Context: an optimization exercise on an open-source flow, tuned for small area. The choices shown serve that exercise and are no tape-out recipe. Where RTL was checked, it was by simulation tests only, not by an equivalence proof against the original. Function not checked in runs 1 and 2: the RTL went through the layout flow alone. Power figures rest on the tool's default switching activity, not on a simulated workload.

==> flow/design.v <==
module router_top(clock,resetn,read_enb_0,read_enb_1,read_enb_2,pkt_valid,data_in,data_out_0,data_out_1,data_out_2,vld_out_0,vld_out_1,vld_out_2,err,busy);
input clock,resetn,read_enb_0,read_enb_1,read_enb_2,pkt_valid;
input [7:0] data_in;
output [7:0] data_out_0,data_out_1,data_out_2;
output vld_out_0,vld_out_1,vld_out_2;
output reg err;
output busy;
localparam DECODER_ADDRESS    = 3'b000,
           WAIT_TILL_EMPTY    = 3'b001,
           LOAD_FIRST_DATA    = 3'b010,
           LOAD_DATA          = 3'b011,
           FIFO_FULL_STATE    = 3'b100,
           LOAD_AFTER_FULL    = 3'b101,
           LOAD_PARITY        = 3'b110,
           CHECK_PARITY_ERROR = 3'b111;
reg [2:0] state, next_state;
reg [1:0] addr, temp;
reg parity_done, low_pkt_valid, zero_par;
reg [7:0] dout, par;
wire [2:0] empty, full, soft_reset;
wire sr_any = |soft_reset;
wire s_dec  = (state == DECODER_ADDRESS);
wire s_wait = (state == WAIT_TILL_EMPTY);
wire s_lfd  = (state == LOAD_FIRST_DATA);
wire s_ld   = (state == LOAD_DATA);
wire s_full = (state == FIFO_FULL_STATE);
wire s_laf  = (state == LOAD_AFTER_FULL);
wire s_lp   = (state == LOAD_PARITY);
wire s_chk  = (state == CHECK_PARITY_ERROR);
reg fifo_full;
always @(*)
  case (temp)
    2'd0: fifo_full = full[0];
    2'd1: fifo_full = full[1];
    2'd2: fifo_full = full[2];
    default: fifo_full = 1'b0;
  endcase
reg empty_in, empty_addr;
always @(*) begin
  case (data_in[1:0])
    2'd0: empty_in = empty[0];
    2'd1: empty_in = empty[1];
    2'd2: empty_in = empty[2];
    default: empty_in = 1'b0;
  endcase
  case (addr)
    2'd0: empty_addr = empty[0];
    2'd1: empty_addr = empty[1];
    2'd2: empty_addr = empty[2];
    default: empty_addr = 1'b0;
  endcase
end
wire hdr_ok = pkt_valid & (data_in[1:0] != 2'b11);
always @(*) begin
  next_state = DECODER_ADDRESS;
  case (state)
    DECODER_ADDRESS:    next_state = hdr_ok ? (empty_in ? LOAD_FIRST_DATA : WAIT_TILL_EMPTY) : DECODER_ADDRESS;
    WAIT_TILL_EMPTY:    next_state = empty_addr ? LOAD_FIRST_DATA : WAIT_TILL_EMPTY;
    LOAD_FIRST_DATA:    next_state = LOAD_DATA;
    LOAD_DATA:          next_state = fifo_full ? FIFO_FULL_STATE : (pkt_valid ? LOAD_DATA : LOAD_PARITY);
    FIFO_FULL_STATE:    next_state = fifo_full ? FIFO_FULL_STATE : LOAD_AFTER_FULL;
    LOAD_AFTER_FULL:    next_state = parity_done ? DECODER_ADDRESS : (low_pkt_valid ? LOAD_PARITY : LOAD_DATA);
    LOAD_PARITY:        next_state = CHECK_PARITY_ERROR;
    CHECK_PARITY_ERROR: next_state = fifo_full ? FIFO_FULL_STATE : DECODER_ADDRESS;
  endcase
end
always @(posedge clock) begin
  if (!resetn || sr_any) begin
    state <= DECODER_ADDRESS;
    addr <= 2'b00;
  end else begin
    state <= next_state;
    addr <= data_in[1:0];
  end
end
always @(posedge clock)
  if (!resetn)
    temp <= 2'b00;
  else if (s_dec)
    temp <= data_in[1:0];
always @(posedge clock)
  if (!resetn)
    parity_done <= 1'b0;
  else
    parity_done <= (s_ld & ~fifo_full & ~pkt_valid) | (s_full & low_pkt_valid & ~parity_done);
always @(posedge clock)
  if (!resetn)
    low_pkt_valid <= 1'b0;
  else if (s_ld & ~pkt_valid)
    low_pkt_valid <= 1'b1;
always @(posedge clock)
  zero_par <= ~resetn | s_dec | s_wait;
always @(posedge clock)
  if (s_dec)
    par <= data_in;
  else if (s_ld)
    par <= par ^ data_in;
always @(posedge clock)
  err <= ~parity_done & ~zero_par & (|par);
always @(posedge clock)
  if (!(s_wait | s_lfd | s_laf | (s_full & ~fifo_full)))
    dout <= data_in;
assign busy = ~(s_dec | s_ld);
wire wr_any = (s_ld | s_lp | s_laf) & ~fifo_full;
router_fifo F0(.clock(clock), .resetn(resetn), .soft_reset(soft_reset[0]), .write_enb(wr_any & (temp == 2'd0)), .read_enb(read_enb_0), .data_in(dout), .empty(empty[0]), .full(full[0]), .data_out(data_out_0), .sr_out(soft_reset[0]));
router_fifo F1(.clock(clock), .resetn(resetn), .soft_reset(soft_reset[1]), .write_enb(wr_any & (temp == 2'd1)), .read_enb(read_enb_1), .data_in(dout), .empty(empty[1]), .full(full[1]), .data_out(data_out_1), .sr_out(soft_reset[1]));
router_fifo F2(.clock(clock), .resetn(resetn), .soft_reset(soft_reset[2]), .write_enb(wr_any & (temp == 2'd2)), .read_enb(read_enb_2), .data_in(dout), .empty(empty[2]), .full(full[2]), .data_out(data_out_2), .sr_out(soft_reset[2]));
assign vld_out_0 = ~empty[0];
assign vld_out_1 = ~empty[1];
assign vld_out_2 = ~empty[2];
endmodule
module router_fifo(input clock, resetn, soft_reset, write_enb, read_enb,
                   input [7:0] data_in, output empty, full,
                   output reg [7:0] data_out, output reg sr_out);
reg [3:0] wr_ptr, lvl;
reg [5:0] count;
reg [7:0] mem [0:14];
integer k;
assign full  = (wr_ptr == 4'd15) & (lvl == 4'd14);
assign empty = (lvl == 4'd15);
wire rd = read_enb & ~empty;
wire clr = ~resetn | soft_reset;
wire [14:0] sel;
reg [7:0] rdata;
genvar g;
generate
  for (g = 0; g < 15; g = g + 1) begin : dec
    assign sel[g] = (lvl == g) & ~clr;
  end
endgenerate
always @(*) begin
  rdata = 8'd0;
  for (k = 0; k < 15; k = k + 1)
    rdata = rdata | (mem[k] & {8{sel[k]}});
end
always @(posedge clock)
  if (write_enb) begin
    mem[0] <= data_in;
    for (k = 1; k < 15; k = k + 1)
      mem[k] <= mem[k-1];
  end
always @(posedge clock)
  if (!resetn || soft_reset) begin
    wr_ptr <= 4'd0;
    lvl <= 4'd15;
  end else begin
    if (write_enb)
      wr_ptr <= wr_ptr + 4'd1;
    if (write_enb & ~rd)
      lvl <= lvl + 4'd1;
    else if (rd & ~write_enb)
      lvl <= lvl - 4'd1;
  end
always @(posedge clock)
  if (clr | rd)
    data_out <= rdata;
always @(posedge clock)
  if (!resetn) begin
    count <= 6'd0;
    sr_out <= 1'b0;
  end else if (!empty) begin
    if (!read_enb && count == 6'd29) begin
      sr_out <= 1'b1;
      count <= 6'd0;
    end else begin
      sr_out <= 1'b0;
      count <= count + 6'd1;
    end
  end else
    sr_out <= 1'b0;
endmodule
==> flow/run.sh <==
#!/bin/bash
# synth_recipe.tcl (not shown) runs the flow's synth.tcl, then flattens the netlist and writes it again
# the make line also repeats each setting of config.mk as NAME=value (left out here)
make -C /OpenROAD-flow-scripts/flow DESIGN_CONFIG=/design/flow/config.mk WORK_HOME=/design/flow/orfs CLKGATE_MAP_FILE= SYNTH_SCRIPT=/design/flow/synth_recipe.tcl finish
==> flow/config.mk <==
export PLATFORM = sky130hd
export DESIGN_NAME = router_top
export DESIGN_NICKNAME = router_top
export VERILOG_FILES = /design/flow/design.v
export SDC_FILE = /design/flow/constraint.sdc
export NUM_CORES = 4
export LEC_CHECK = 0
export CAP_MARGIN = 20
export CORE_MARGIN = 2
export CORE_UTILIZATION = 60
export CTS_BUF_LIST = sky130_fd_sc_hd__clkbuf_8
export CTS_CLUSTER_DIAMETER = 60
export CTS_CLUSTER_SIZE = 16
export PLACE_DENSITY = 0.7
export SLEW_MARGIN = 20
==> flow/constraint.sdc <==
create_clock -name core_clock -period 5.0 [get_ports {clock}]
set_input_delay 1.0000 -clock core_clock [delete_from_list [all_inputs] [get_ports {clock}]]
set_output_delay 1.0000 -clock core_clock [all_outputs]
set_load 0.01 [all_outputs]
==> results of run 1 <==
cells by family after synthesis:
group / Yosys count / synth area share, %
flip-flops: 456 / 74.8
AND/OR/NAND/NOR: 311 / 9.58
AO/OA/AOI/OAI: 223 / 9.49
buffers and inverters: 44 / 1.25
XOR/XNOR: 34 / 1.70
adder cells (fa/ha/maj): 27 / 1.92
multiplexers: 19 / 1.27
flip-flops by register name, indices dropped and copies added (netlist names), 2 cells and up:
register and count:
F2.mem 120, F0.count 6, F1.mem 120, F1.count 6, F0.data_out 8, addr 2, F1.wr_ptr 4, F2.lvl 4
F1.data_out 8, F0.lvl 4, state 3, temp 2, F1.lvl 4, F2.data_out 8, F0.wr_ptr 4, F2.wr_ptr 4
par 8, dout 8, F0.mem 120, F2.count 6
worst paths after layout:
path,from,to,slack (ns),depth (start not counted)
worst max register to register,F2.lvl[0],F2.mem[11][0],1.36,8
worst min-delay path,zero_par,err,0.42,1
worst max-delay path,F2.lvl[0],F2.mem[11][0],1.36,8
worst min register to register,zero_par,err,0.42,1
layout by cell type, fill, tap and decap left out, types with 7 or more instances in the layout:
cell and count:
a21oi_1 26, a221oi_1 9, a222oi_1 13, a22o_1 13
a22oi_1 108, a32oi_1 7, and3_1 22, and4_1 11
buf_4 19, clkbuf_8 37, clkdlybuf4s50_1 42, dfxtp_1 56
edfxtp_1 400, ha_1 27, inv_1 29, mux2i_1 11
nand2_1 55, nand2b_1 16, nand3_1 19, nand3b_1 10
nand4_1 34, nor2_1 65, nor2b_1 16, nor3_1 23
o21ai_0 12, or3_1 9, xnor2_1 19, xor2_1 15
power by group:
part,internal (mW),switching [mW]
sequential,4.89,0.398
clock,0.756,1.18
combinational,0.472,0.814
worst register-to-register path, stage by stage (launching register included):
cell	delay, ns
dfxtp_1	0.46
inv_1	0.12
ha_1	0.33
nand4_1	0.18
or3_1	0.16
nand4_1	0.36
nor2_4	0.23
buf_4	0.82
buf_4	0.61
area by class of cell:
class | instances | area, um2 | area share, %
Clock buffer | 37 | 509 | 2.67
Clock inverter | 25 | 145 | 0.760
Inverter | 12 | 45.0 | 0.236
Multi-Input combinational cell | 614 | 4220 | 22.1
Sequential cell | 456 | 13100 | 68.8
Tap cell | 384 | 480 | 2.52
Timing Repair Buffer | 61 | 563 | 2.95
metrics by stage:
stage | setup WS, ns | std cells
finish | 1.36 | 1589
global route | 1.16 | 1589
CTS | 1.42 | 1589
detailed placement | 1.41 | 1527
global placement | 1.46 | 1527
floorplan | -0.553 | 1114
routing by layer:
layer  vias up  GRT usage [%]  wire (um)
met4         0           7.22        937
met1      5087           37.6      16200
li1       4597              -          -
met3        66           4.46       2970
met2       447           36.8      17000
met5         -              0          0
==> run notes, run 1 <==
| Quantity | Reported |
|---|---|
| Status | timing/DRC/antenna clean |
| Sum Neg Setup Slack | 0 ns |
| Clock latency on the worst-skew pair | 0.56 ns |
| Via count of the first global-routing pass | 9971 |
| Clock transition at the registers of the reported paths | 0.10 ns |
| Number of core rows | 62 |
| Cell breakdown of the critical path | inv_1 -> ha_1 -> nand4_1 -> or3_1 -> nand4_1 -> nor2_4 -> buf_4 -> buf_4 |
| Initial standard-cell utilization of the core | 61.0% |
| Top fanout value on the critical path | 84 |
| Final worst hold slack | 0.417 ns |
| Area share of the leading cell type in the synthesized netlist | 68.4% |
| Core footprint | 28800 um2 |
| DP Wirelength | 23600 um |
| FMAX | 275 MHz |
| Antenna violations before repair | 0 |
| Placer's final routability congestion estimate | 0.839 |
| Width of the die | 175 um |
| Worst max-slew margin expressed relative to the limit | 30.1% |
| Die height | 175 um |
| Type of the tightest min-delay check | flip-flop to flip-flop |
| Count of distinct cell types in the synthesized netlist | 57 |
| Worst clock skew | 0.0264 ns |
| Critical-path top delay cell | buf_4 |
| Global-route wire length before repair | 57700 um |
| Clock tree from TritonCTS | done |
| Filler cell count in the final layout | 2006 |
| Ys flop type | edfxtp_1 |
| Post-route clock period utilization | 72.7% |
| Drt drc | 0 |
| Leading cell types by total area after synthesis | edfxtp_1 68%, dfxtp_1 6.4%, a22oi_1 4.6% |
| Number of violations of the max-capacitance limit | 0 |
| Number of antenna cells inserted | 0 |
| Number of failing setup endpoints in the final timing report | 0 |
| Final Critical Period | 3.64 ns |
| Sequential share of the synthesized area | 74.8% |
| Input/output buffers | 42 |
| Placed cell area | 18400 um2 |
| Area enclosed by the die boundary | 30600 um2 |
| Net count after synthesis | 1155 |
| Most common cell in the netlist | edfxtp_1 |
| Top cells by instance count after synthesis | 400 x edfxtp_1, 108 x a22oi_1, 67 x nor2_1 |
| Number of flops mapped to enable cells by yosys | 400 |
| Register bit count reported by yosys | 456 |
| Max incr delay on CP | 0.82 ns |
| NumNets Final | 1222 |
| Post-detailed-route count of antenna-violating nets | 0 |
| Category of the worst setup path capture point | flip-flop |
| Power density relative to cell area | 445 nW/um2 |
| Total routed wirelength | 37200 um |
| Async S/R FF share, synth | 0% |
| Largest vdd supply drop | 0.440 mV |
| Library cell used as clock root buffer | clkbuf_8 |
| Slew of the pin with the lowest slew margin | 1.05 ns |
| Largest net degree at the start of global routing | 87 |
| Critical Path RT | 5.20 ns |
| Total of hold buffers inserted after clock tree synthesis | 0 |
| Yosys warns | 3 |
| Dominant delay contributor by cell family on the critical path | buffers and inverters |
| Crit path buffers/inverters | 3 |
| Fin. Hold Viols | 0 |
| Via density per instance | 6.42 |
| Number of iterations in the first detailed-routing pass | 7 |
| TritonCTS buffer count | 36 |
| Synth-to-layout area growth | 8.78% |
| Number of H-tree levels | 2 |
| GRT overflow | 0 |
| Arrival time at the worst endpoint | 3.84 ns |
| Resized cells post-CTS | 0 |
| Setup repair after global routing missed its margin | false |
| TritonCTS sink count | 456 |
| Startpoint type of the worst setup path | flip-flop |
| Global-route total usage across every layer | 24.7% |
| Fin. max-slew vios | 0 |
| Cell area after layout | 19100 um2 |
| Leak pwr | 6.24 nW |
| Mapped Avg Cell Area | 15.8 um2 |
| Number of buffers on the longest clock path | 3 |
| Post-CTS setup buffer count | 0 |
| Mapped Area | 17600 um2 |
| Average wire per standard cell | 23.4 um |
| Worst Setup Path Type | flip-flop to flip-flop |
| Synthesized netlist cell count | 1114 |
| Vias post-DR | 10200 |
| Post-Route Utilization | 66.4% |
| Post-route total power | 8.50 mW |
| Fraction of final layout cells with drive strength greater than 1 | 6.97% |
| Drt first-iter violations | 1272 |
| Cell type with the largest total area after synthesis | edfxtp_1 |
| Number of ports placed on the die boundary | 43 |
==> inputs of run 2 (changes only) <==
--- a/flow/config.mk
+++ b/flow/config.mk
@@ -9,7 +9,7 @@
 export CORE_MARGIN = 2
 export CORE_UTILIZATION = 60
-export CTS_BUF_LIST = sky130_fd_sc_hd__clkbuf_8
-export CTS_CLUSTER_DIAMETER = 60
-export CTS_CLUSTER_SIZE = 16
+export CTS_BUF_LIST = sky130_fd_sc_hd__clkbuf_16
+export CTS_CLUSTER_DIAMETER = 100
+export CTS_CLUSTER_SIZE = 30
 export PLACE_DENSITY = 0.7
 export SLEW_MARGIN = 20
==> run notes, run 2 <==
| Quantity | Reported | Delta |
|---|---|---|
| Status | timing/DRC/antenna clean | unchanged |
| Largest vdd supply drop | 0.357 mV | was 0.440 mV |
| Synth-to-layout area growth | 8.21% | was 8.78% |
| Post-CTS setup buffer count | 0 | unchanged |
| Post-route clock period utilization | 73.6% | was 72.7% |
| Yosys warns | 3 | unchanged |
| Async S/R FF share, synth | 0% | unchanged |
| Dominant delay contributor by cell family on the critical path | buffers and inverters | unchanged |
| Registers with the highest flip-flop counts | F0.mem (120), F1.mem (120), F2.mem (120) | unchanged |
| Arrival time at the worst endpoint | 3.86 ns | was 3.84 ns |
| Post-Route Utilization | 66.0% | was 66.4% |
| Number of buffers on the longest clock path | 3 | unchanged |
| Number of ports placed on the die boundary | 43 | unchanged |
| Via density per instance | 6.46 | was 6.42 |
| Critical-path top delay cell | buf_4 | unchanged |
| Number of H-tree levels | 1 | was 2 |
| Leak pwr | 6.16 nW | was 6.24 nW |
| Area share of the leading cell type in the synthesized netlist | 68.4% | unchanged |
| Critical Path RT | 5.17 ns | was 5.20 ns |
| Fraction of final layout cells with drive strength greater than 1 | 5.02% | was 6.97% |
| Number of failing setup endpoints in the final timing report | 0 | unchanged |
| Fin. max-slew vios | 0 | unchanged |
| NumNets Final | 1205 | was 1222 |
| Number of core rows | 62 | unchanged |
| Count of distinct cell types in the synthesized netlist | 57 | unchanged |
| Worst max-slew margin expressed relative to the limit | 30.5% | was 30.1% |
| TritonCTS sink count | 456 | unchanged |
| Setup repair after global routing missed its margin | false | unchanged |
| Sequential share of power | 63.1% | was 62.2% |
| Placement Setup Slack | 1.41 ns | unchanged |
| TritonCTS buffer count | 19 | was 36 |
| Top cells by instance count after synthesis | 400 x edfxtp_1, 108 x a22oi_1, 67 x nor2_1 | unchanged |
| Input/output buffers | 42 | unchanged |
| Initial standard-cell utilization of the core | 61.0% | unchanged |
| Post-detailed-route count of antenna-violating nets | 0 | unchanged |
| Final worst hold slack | 0.410 ns | was 0.417 ns |
| Clock tree from TritonCTS | done | unchanged |
| Number of antenna cells inserted | 0 | unchanged |
| Part of the total power dissipated in the clock network | 21.6% | was 22.7% |
| Average wire per standard cell | 23.5 um | was 23.4 um |
| Placer's final routability congestion estimate | 0.839 | unchanged |
| Via count of the first global-routing pass | 9737 | was 9971 |
| Cell area after layout | 19000 um2 | was 19100 um2 |
| Type of the tightest min-delay check | flip-flop to flip-flop | unchanged |
| Mapped Avg Cell Area | 15.8 um2 | unchanged |
| Drt drc | 0 | unchanged |
| Library cell used as clock root buffer | clkbuf_16 | was clkbuf_8 |
| Cell type with the largest total area after synthesis | edfxtp_1 | unchanged |
| Clock transition at the registers of the reported paths | 0.12 ns | was 0.10 ns |
| Category of the worst setup path capture point | flip-flop | unchanged |
| GRT overflow | 0 | unchanged |
| Most common cell in the netlist | edfxtp_1 | unchanged |
| Power density relative to cell area | 441 nW/um2 | was 445 nW/um2 |
| Mapped Area | 17600 um2 | unchanged |
| Net count after synthesis | 1155 | unchanged |
| Post-route total power | 8.37 mW | was 8.50 mW |
| Antenna violations before repair | 1 | was 0 |
| Number of violations of the max-capacitance limit | 0 | unchanged |
| Sum Neg Setup Slack | 0 ns | unchanged |
| Clock latency on the worst-skew pair | 0.54 ns | was 0.56 ns |
| Placed cell area | 18400 um2 | unchanged |
| Area occupied by multi-input gates | 4220 um2 | unchanged |
| Register cell area after layout | 13100 um2 | unchanged |
| Fin. Hold Viols | 0 | unchanged |
| Leading cell types by total area after synthesis | edfxtp_1 68%, dfxtp_1 6.4%, a22oi_1 4.6% | unchanged |
| Total of hold buffers inserted after clock tree synthesis | 0 | unchanged |
| Number of iterations in the first detailed-routing pass | 6 | was 7 |
| Worst Setup Path Type | flip-flop to flip-flop | unchanged |
| DP Wirelength | 23600 um | unchanged |
| Resized cells post-CTS | 0 | unchanged |
| Slew of the pin with the lowest slew margin | 1.04 ns | was 1.05 ns |
| Commonest non-fill, non-tap cells in the layout | 400 x edfxtp_1, 108 x a22oi_1, 65 x nor2_1 | unchanged |
| Combinational power share | 15.3% | was 15.1% |
| Synthesized netlist cell count | 1114 | unchanged |
| Area enclosed by the die boundary | 30600 um2 | unchanged |
| Leading cell type in the layout, fill and taps excluded | edfxtp_1 | unchanged |
| Number of flops mapped to enable cells by yosys | 400 | unchanged |
| Max incr delay on CP | 0.81 ns | was 0.82 ns |
| Drt first-iter violations | 1275 | was 1272 |
| Vias post-DR | 10100 | was 10200 |
| Ys flop type | edfxtp_1 | unchanged |
| Filler cell count in the final layout | 1999 | was 2006 |
| Global-route wire length before repair | 57000 um | was 57700 um |
| Core footprint | 28800 um2 | unchanged |
| Internal power consumption | 6.08 mW | was 6.12 mW |
| Largest net degree at the start of global routing | 87 | unchanged |
| Global-route total usage across every layer | 24.1% | was 24.7% |
| FMAX | 272 MHz | was 275 MHz |
| Switching power of the nets | 2.30 mW | was 2.39 mW |
| Count of placed standard cells in the final layout, fillers left out | 1560 | was 1589 |
| Final Worst Setup Slack | 1.32 ns | was 1.36 ns |
| Final Critical Period | 3.68 ns | was 3.64 ns |
| Startpoint type of the worst setup path | flip-flop | unchanged |
| Cell breakdown of the critical path | inv_1 -> ha_1 -> nand4_1 -> or3_1 -> nand4_1 -> nor2_4 -> buf_4 -> buf_4 | unchanged |
| Placed instance count | 1527 | unchanged |
| Die height | 175 um | unchanged |
| Crit path buffers/inverters | 3 | unchanged |
| Width of the die | 175 um | unchanged |
| Switching share of power | 27.4% | was 28.1% |
| Sequential share of the synthesized area | 74.8% | unchanged |
| Worst clock skew | 0.0399 ns | was 0.0264 ns |
| Top fanout value on the critical path | 84 | unchanged |
| Total routed wirelength | 36700 um | was 37200 um |
| Register bit count reported by yosys | 456 | unchanged |
-- run 2: cell counts after synthesis --
No cell type changed its count.
-- run 2: layout make-up --
cell class	instances	area share [%]
sequential	456	69.1
multi-input combinational	614	22.2
timing repair buffer	61	2.96
tap	384	2.53
clock buffer	19	2.50
clock inverter	14	0.415
inverter	12	0.237
-- run 2: cells by family after synthesis --
logic type / share of synthesized area, %
buffers and inverters: 1.25
XOR/XNOR: 1.70
adder cells (fa/ha/maj): 1.92
flip-flops: 74.8
AO/OA/AOI/OAI: 9.49
AND/OR/NAND/NOR: 9.58
multiplexers: 1.27
-- run 2: worst paths after layout --
path | from | end | slack [ns] | cells past startpoint
setup / recovery | F2.lvl[0] | F2.mem[2][4] | 1.32 | 8
hold / removal | zero_par | err | 0.41 | 1
hold reg to reg | zero_par | err | 0.41 | 1
setup reg to reg | F2.lvl[0] | F2.mem[2][4] | 1.32 | 8
-- run 2: worst reg2reg max path, cell delays in order (launching register included) --
cell	delay (ns)
dfxtp_1	0.47
inv_1	0.12
ha_1	0.33
nand4_1	0.18
or3_1	0.18
nand4_1	0.37
nor2_4	0.23
buf_4	0.81
buf_4	0.62
-- run 2: power by group through the flow --
stage	Combinational (mW)	Clock (mW)	Sequential (mW)
floorplan	0.835	0	5.20
global placement	1.26	0	5.36
detailed placement	1.28	0	5.37
CTS	1.28	1.85	5.29
global route	1.42	1.97	5.35
finish	1.28	1.81	5.28
-- run 2: per-layer routing --
| metal | track usage [%] | vias to the layer above | routed length (um) |
|---|---|---|---|
| met5 | 0 | - | 17 |
| met4 | 5.03 | 2 | 685 |
| met3 | 3.18 | 45 | 2580 |
| met2 | 37.2 | 409 | 17100 |
| met1 | 37.5 | 5048 | 16300 |
| li1 | - | 4572 | - |
==> inputs of run 3 (changes only) <==
--- a/flow/design.v
+++ b/flow/design.v
@@ -113,46 +113,25 @@
                    input [7:0] data_in, output empty, full,
                    output reg [7:0] data_out, output reg sr_out);
-reg [3:0] wr_ptr, lvl;
+reg [3:0] wr_ptr, rd_ptr;
 reg [5:0] count;
-reg [7:0] mem [0:14];
-integer k;
-assign full  = (wr_ptr == 4'd15) & (lvl == 4'd14);
-assign empty = (lvl == 4'd15);
-wire rd = read_enb & ~empty;
-wire clr = ~resetn | soft_reset;
-wire [14:0] sel;
-reg [7:0] rdata;
-genvar g;
-generate
-  for (g = 0; g < 15; g = g + 1) begin : dec
-    assign sel[g] = (lvl == g) & ~clr;
-  end
-endgenerate
-always @(*) begin
-  rdata = 8'd0;
-  for (k = 0; k < 15; k = k + 1)
-    rdata = rdata | (mem[k] & {8{sel[k]}});
-end
+reg [7:0] mem [0:15];
+assign full  = (wr_ptr == 4'd15) & (rd_ptr == 4'd0);
+assign empty = (wr_ptr == rd_ptr);
 always @(posedge clock)
-  if (write_enb) begin
-    mem[0] <= data_in;
-    for (k = 1; k < 15; k = k + 1)
-      mem[k] <= mem[k-1];
-  end
+  if (write_enb)
+    mem[wr_ptr] <= data_in;
+always @(posedge clock)
+  if (!resetn || soft_reset)
+    wr_ptr <= 4'd0;
+  else if (write_enb)
+    wr_ptr <= wr_ptr + 4'd1;
 always @(posedge clock)
   if (!resetn || soft_reset) begin
-    wr_ptr <= 4'd0;
-    lvl <= 4'd15;
-  end else begin
-    if (write_enb)
-      wr_ptr <= wr_ptr + 4'd1;
-    if (write_enb & ~rd)
-      lvl <= lvl + 4'd1;
-    else if (rd & ~write_enb)
-      lvl <= lvl - 4'd1;
+    data_out <= 8'd0;
+    rd_ptr <= 4'd0;
+  end else if (read_enb && !empty) begin
+    data_out <= mem[rd_ptr];
+    rd_ptr <= rd_ptr + 4'd1;
   end
-always @(posedge clock)
-  if (clr | rd)
-    data_out <= rdata;
 always @(posedge clock)
   if (!resetn) begin
==> flow/config.mk (replaced) <==
export PLATFORM = sky130hd
export DESIGN_NAME = router_top
export DESIGN_NICKNAME = router_top
export VERILOG_FILES = /design/flow/design.v
export SDC_FILE = /design/flow/constraint.sdc
export NUM_CORES = 4
export LEC_CHECK = 0
export CAP_MARGIN = 20
export CORE_MARGIN = 2
export CORE_UTILIZATION = 40
export PLACE_DENSITY = 0.6
export SLEW_MARGIN = 20
==> run notes, run 3 <==
| Quantity | Reported | Delta |
|---|---|---|
| Library cell used as clock root buffer | clkbuf_16 | unchanged |
| Leading cell types by total area after synthesis | edfxtp_1 63%, mux4_2 11%, dfxtp_1 8.4% | was edfxtp_1 68%, dfxtp_1 6.4%, a22oi_1 4.6% |
| Status | timing/DRC/antenna clean | unchanged |
| Clock transition at the registers of the reported paths | 0.06 ns | was 0.12 ns |
| Total routed wirelength | 39600 um | was 36700 um |
| Max incr delay on CP | 0.72 ns | was 0.81 ns |
| Final Worst Setup Slack | 1.25 ns | was 1.32 ns |
| Number of core rows | 80 | was 62 |
| Sum Neg Setup Slack | 0 ns | unchanged |
| Most common cell in the netlist | edfxtp_1 | unchanged |
| Worst flop-to-flop path startpoint | F2.rd_ptr[1] | was F2.lvl[0] |
| Resized cells post-CTS | 0 | unchanged |
| Final Critical Period | 3.75 ns | was 3.68 ns |
| Registers with the highest flip-flop counts | F0.mem (128), F1.mem (128), F2.mem (128) | was F0.mem (120), F1.mem (120), F2.mem (120) |
| Area share of the leading cell type in the synthesized netlist | 62.7% | was 68.4% |
| Adder-Cell Fraction of Synth Area | 1.57% | was 1.92% |
| Largest vdd supply drop | 0.443 mV | was 0.357 mV |
| Average wire per standard cell | 21.9 um | was 23.5 um |
| Worst max-slew margin expressed relative to the limit | 34.8% | was 30.5% |
| Slew of the pin with the lowest slew margin | 0.978 ns | was 1.04 ns |
| Number of violations of the max-capacitance limit | 0 | unchanged |
| Total of hold buffers inserted after clock tree synthesis | 0 | unchanged |
| Critical Path RT | 4.00 ns | was 5.17 ns |
| Async S/R FF share, synth | 0% | unchanged |
| Cell breakdown of the critical path | buf_4 -> xnor2_1 -> nand4_1 -> clkdlybuf4s50_1 | was inv_1 -> ha_1 -> nand4_1 -> or3_1 -> nand4_1 -> nor2_4 -> buf_4 -> buf_4 |
| Top cells by instance count after synthesis | 400 x edfxtp_1, 96 x mux4_2, 80 x dfxtp_1 | was 400 x edfxtp_1, 108 x a22oi_1, 67 x nor2_1 |
| Ys flop type | edfxtp_1 | unchanged |
| Area enclosed by the die boundary | 49600 um2 | was 30600 um2 |
| Crit path buffers/inverters | 2 | was 3 |
| Power density relative to cell area | 460 nW/um2 | was 441 nW/um2 |
| Post-CTS setup buffer count | 0 | unchanged |
| NumNets Final | 1192 | was 1205 |
| Initial standard-cell utilization of the core | 40.4% | was 61.0% |
| Worst Setup Path Type | flip-flop to output pin | was flip-flop to flip-flop |
| DP Wirelength | 23700 um | was 23600 um |
| Dominant delay contributor by cell family on the critical path | buffers and inverters | unchanged |
| Vias post-DR | 9717 | was 10100 |
| Post-Route Utilization | 45.8% | was 66.0% |
| Worst reg-to-reg path cell count | 8 | unchanged |
| TritonCTS buffer count | 49 | was 19 |
| Placer's final routability congestion estimate | 0.763 | was 0.839 |
| Antenna violations before repair | 0 | was 1 |
| Setup repair after global routing missed its margin | false | unchanged |
| Final worst hold slack | 0.419 ns | was 0.410 ns |
| Sequential share of the synthesized area | 71.1% | was 74.8% |
| Compound-Gate Fraction of Synth Area | 3.86% | was 9.49% |
| Via count of the first global-routing pass | 9948 | was 9737 |
| Cell area after layout | 21700 um2 | was 19000 um2 |
| Largest net degree at the start of global routing | 49 | was 87 |
| Net count after synthesis | 1142 | was 1155 |
| Depth of the worst hold-timing path | 1 | unchanged |
| Yosys warns | 2 | was 3 |
| Placed instance count | 1718 | was 1527 |
| Post-route clock period utilization | 75.0% | was 73.6% |
| Mapped Area | 19100 um2 | was 17600 um2 |
| Arrival time at the worst endpoint | 2.75 ns | was 3.86 ns |
| Fin. max-slew vios | 0 | unchanged |
| Number of ports placed on the die boundary | 43 | unchanged |
| Input/output buffers | 42 | unchanged |
| Endpoint of the lowest-slack register-to-register path | F2.mem[6][3] | was F2.mem[2][4] |
| Placement Setup Slack | 1.65 ns | was 1.41 ns |
| Type of the tightest min-delay check | flip-flop to flip-flop | unchanged |
| Mux cell area share after synthesis | 11.6% | was 1.27% |
| Via density per instance | 5.37 | was 6.46 |
| Post-detailed-route count of antenna-violating nets | 0 | unchanged |
| Count of distinct cell types in the synthesized netlist | 49 | was 57 |
| Number of buffers on the longest clock path | 3 | unchanged |
| Fraction of final layout cells with drive strength greater than 1 | 17.8% | was 5.02% |
| Leak pwr | 6.80 nW | was 6.16 nW |
| Area share of xor/xnor cells in the synthesized design | 2.24% | was 1.70% |
| Register bit count reported by yosys | 480 | was 456 |
| Category of the worst setup path capture point | output pin | was flip-flop |
| Hold path start | zero_par | unchanged |
| Global-route wire length before repair | 60600 um | was 57000 um |
| Die height | 223 um | was 175 um |
| Core footprint | 47400 um2 | was 28800 um2 |
| Width of the die | 223 um | was 175 um |
| Worst clock skew | 0.0130 ns | was 0.0399 ns |
| Number of failing setup endpoints in the final timing report | 0 | unchanged |
| Synth-to-layout area growth | 13.4% | was 8.21% |
| Drt first-iter violations | 722 | was 1275 |
| Drt drc | 0 | unchanged |
| Count of placed standard cells in the final layout, fillers left out | 1809 | was 1560 |
| Top fanout value on the critical path | 36 | was 84 |
| Area fraction in and, or, nand and nor cells after synthesis | 7.15% | was 9.58% |
| Critical-path top delay cell | clkdlybuf4s50_1 | was buf_4 |
| GRT overflow | 0 | unchanged |
| Worst reg2reg setup slack | 1.92 ns | was 1.32 ns |
| Mapped Avg Cell Area | 17.3 um2 | was 15.8 um2 |
| Number of H-tree levels | 2 | was 1 |
| FMAX | 267 MHz | was 272 MHz |
| Leading cell type in the layout, fill and taps excluded | edfxtp_1 | unchanged |
| Fin. Hold Viols | 0 | unchanged |
| Global-route total usage across every layer | 16.2% | was 24.1% |
| TritonCTS sink count | 480 | was 456 |
| Clock tree from TritonCTS | done | unchanged |
| Startpoint type of the worst setup path | flip-flop | unchanged |
| Post-route total power | 10.0 mW | was 8.37 mW |
| Number of iterations in the first detailed-routing pass | 5 | was 6 |
| Main combinational cell family by area after synthesis | multiplexers | was simple AND/OR/NAND/NOR gates |
| Placed cell area | 20100 um2 | was 18400 um2 |
| Synthesized netlist cell count | 1104 | was 1114 |
| Hold path endpoint | err | unchanged |
| Clock latency on the worst-skew pair | 0.58 ns | was 0.54 ns |
| Cell type with the largest total area after synthesis | edfxtp_1 | unchanged |
| Commonest non-fill, non-tap cells in the layout | 400 x edfxtp_1, 96 x mux4_2, 77 x dfxtp_1 | was 400 x edfxtp_1, 108 x a22oi_1, 65 x nor2_1 |
| Number of flops mapped to enable cells by yosys | 400 | unchanged |
| Number of antenna cells inserted | 0 | unchanged |
-- run 3: cell types whose count changed in the layout (fill, tap and decap cells not counted), sizes merged, moves of 13 or more --
cell,change
a22oi,-108
mux4,+94
clkbuf,+42
dfxtp,+24
o21ai,+21
and3,-17
a221oi,+15
clkinv,+15
and2,+14
a222oi,-13
-- run 3: kinds of logic after synthesis --
group,Yosys count
DFF,480
and+or+nand+nor,262
AOI/OAI and AO/OA,105
adders and majority gates,24
muxes,102
buffers and inverters,82
xor gates and xnor gates,49
-- run 3: how the worst max path moves through the flow --
stage | cells past startpoint | slack [ns] | start | end
floorplan | 11 | 2.14 | F2.rd_ptr[1] | F1.mem[0][0]
global placement | 8 | 1.71 | F2.rd_ptr[1] | F2.mem[0][4]
detailed placement | 5 | 1.65 | resetn | F2.data_out[5]
CTS | 4 | 1.12 | F0.rd_ptr[1] | vld_out_0
global route | 4 | 1.03 | F0.rd_ptr[1] | vld_out_0
finish | 4 | 1.25 | F0.rd_ptr[1] | vld_out_0
-- run 3: power by group --
part	total [mW]	internal, mW	leakage (nW)	switching, mW
registers	5.03	4.91	4.26	0.120
clock network	3.69	2.17	0.785	1.53
logic	1.27	0.389	1.76	0.885
-- run 3: area by class of cell --
class	instances	area [um2]
Sequential cell	480	13600
Fill cell	4077	25700
Multi-Input combinational cell	542	5080
Inverter	20	75.1
Tap cell	615	769
Clock inverter	30	317
Timing Repair Buffer	61	563
Clock buffer	61	1300
-- run 3: worst register-to-register path, delay by kind of cell (launching register included) --
| family | cells | cell delay, ns |
|---|---|---|
| buffers and inverters | 2 | 0.55 |
| adder cells (fa/ha/maj) | 1 | 0.19 |
| AND/OR/NAND/NOR | 5 | 1.66 |
| flip-flops | 1 | 0.30 |
-- run 3: routing by layer --
metal / global-route usage [%] / vias to the layer above / wire, um / share of wire [%]
li1: - / 4438 / - / -
met1: 22.9 / 4996 / 18000 / 45
met2: 25.8 / 219 / 18800 / 48
met3: 2.67 / 64 / 1790 / 4.5
met4: 5.50 / 0 / 958 / 2.4
met5: 0 / - / 0 / 0

[port drivers added, routing unchanged]
Ports are ideal in the flow. The routed layouts listed here were re-timed in OpenROAD. Step 1 assumes that a clkbuf_16 drives the clock port and a buf_2 every other input. Step 2 moves the port delays by t, midway between the first and last clock arrival at a register: inputs arrive t later, outputs are due t later. That takes back most of the time a late clock gives input paths. Slacks: ideal / step 1 / step 2; pairs: ideal / step 1.
run	t (ns)	setup slack, ns	worst setup path after step 2	latest minus earliest clock arrival (ns)
run 1	0.589	1.365 / 1.365 / 1.340	input to register	0.027 / 0.028
run 2	0.565	1.318 / 1.318 / 1.318	register to register	0.040 / 0.040
run 3	0.622	1.251 / 1.201 / 1.676	input to register	0.016 / 0.016
After both steps every run listed still meets setup and hold. For run 1, which loses most, drivers alone change the setup slack by 0.000 ns; drivers and shift together by -0.025 ns.
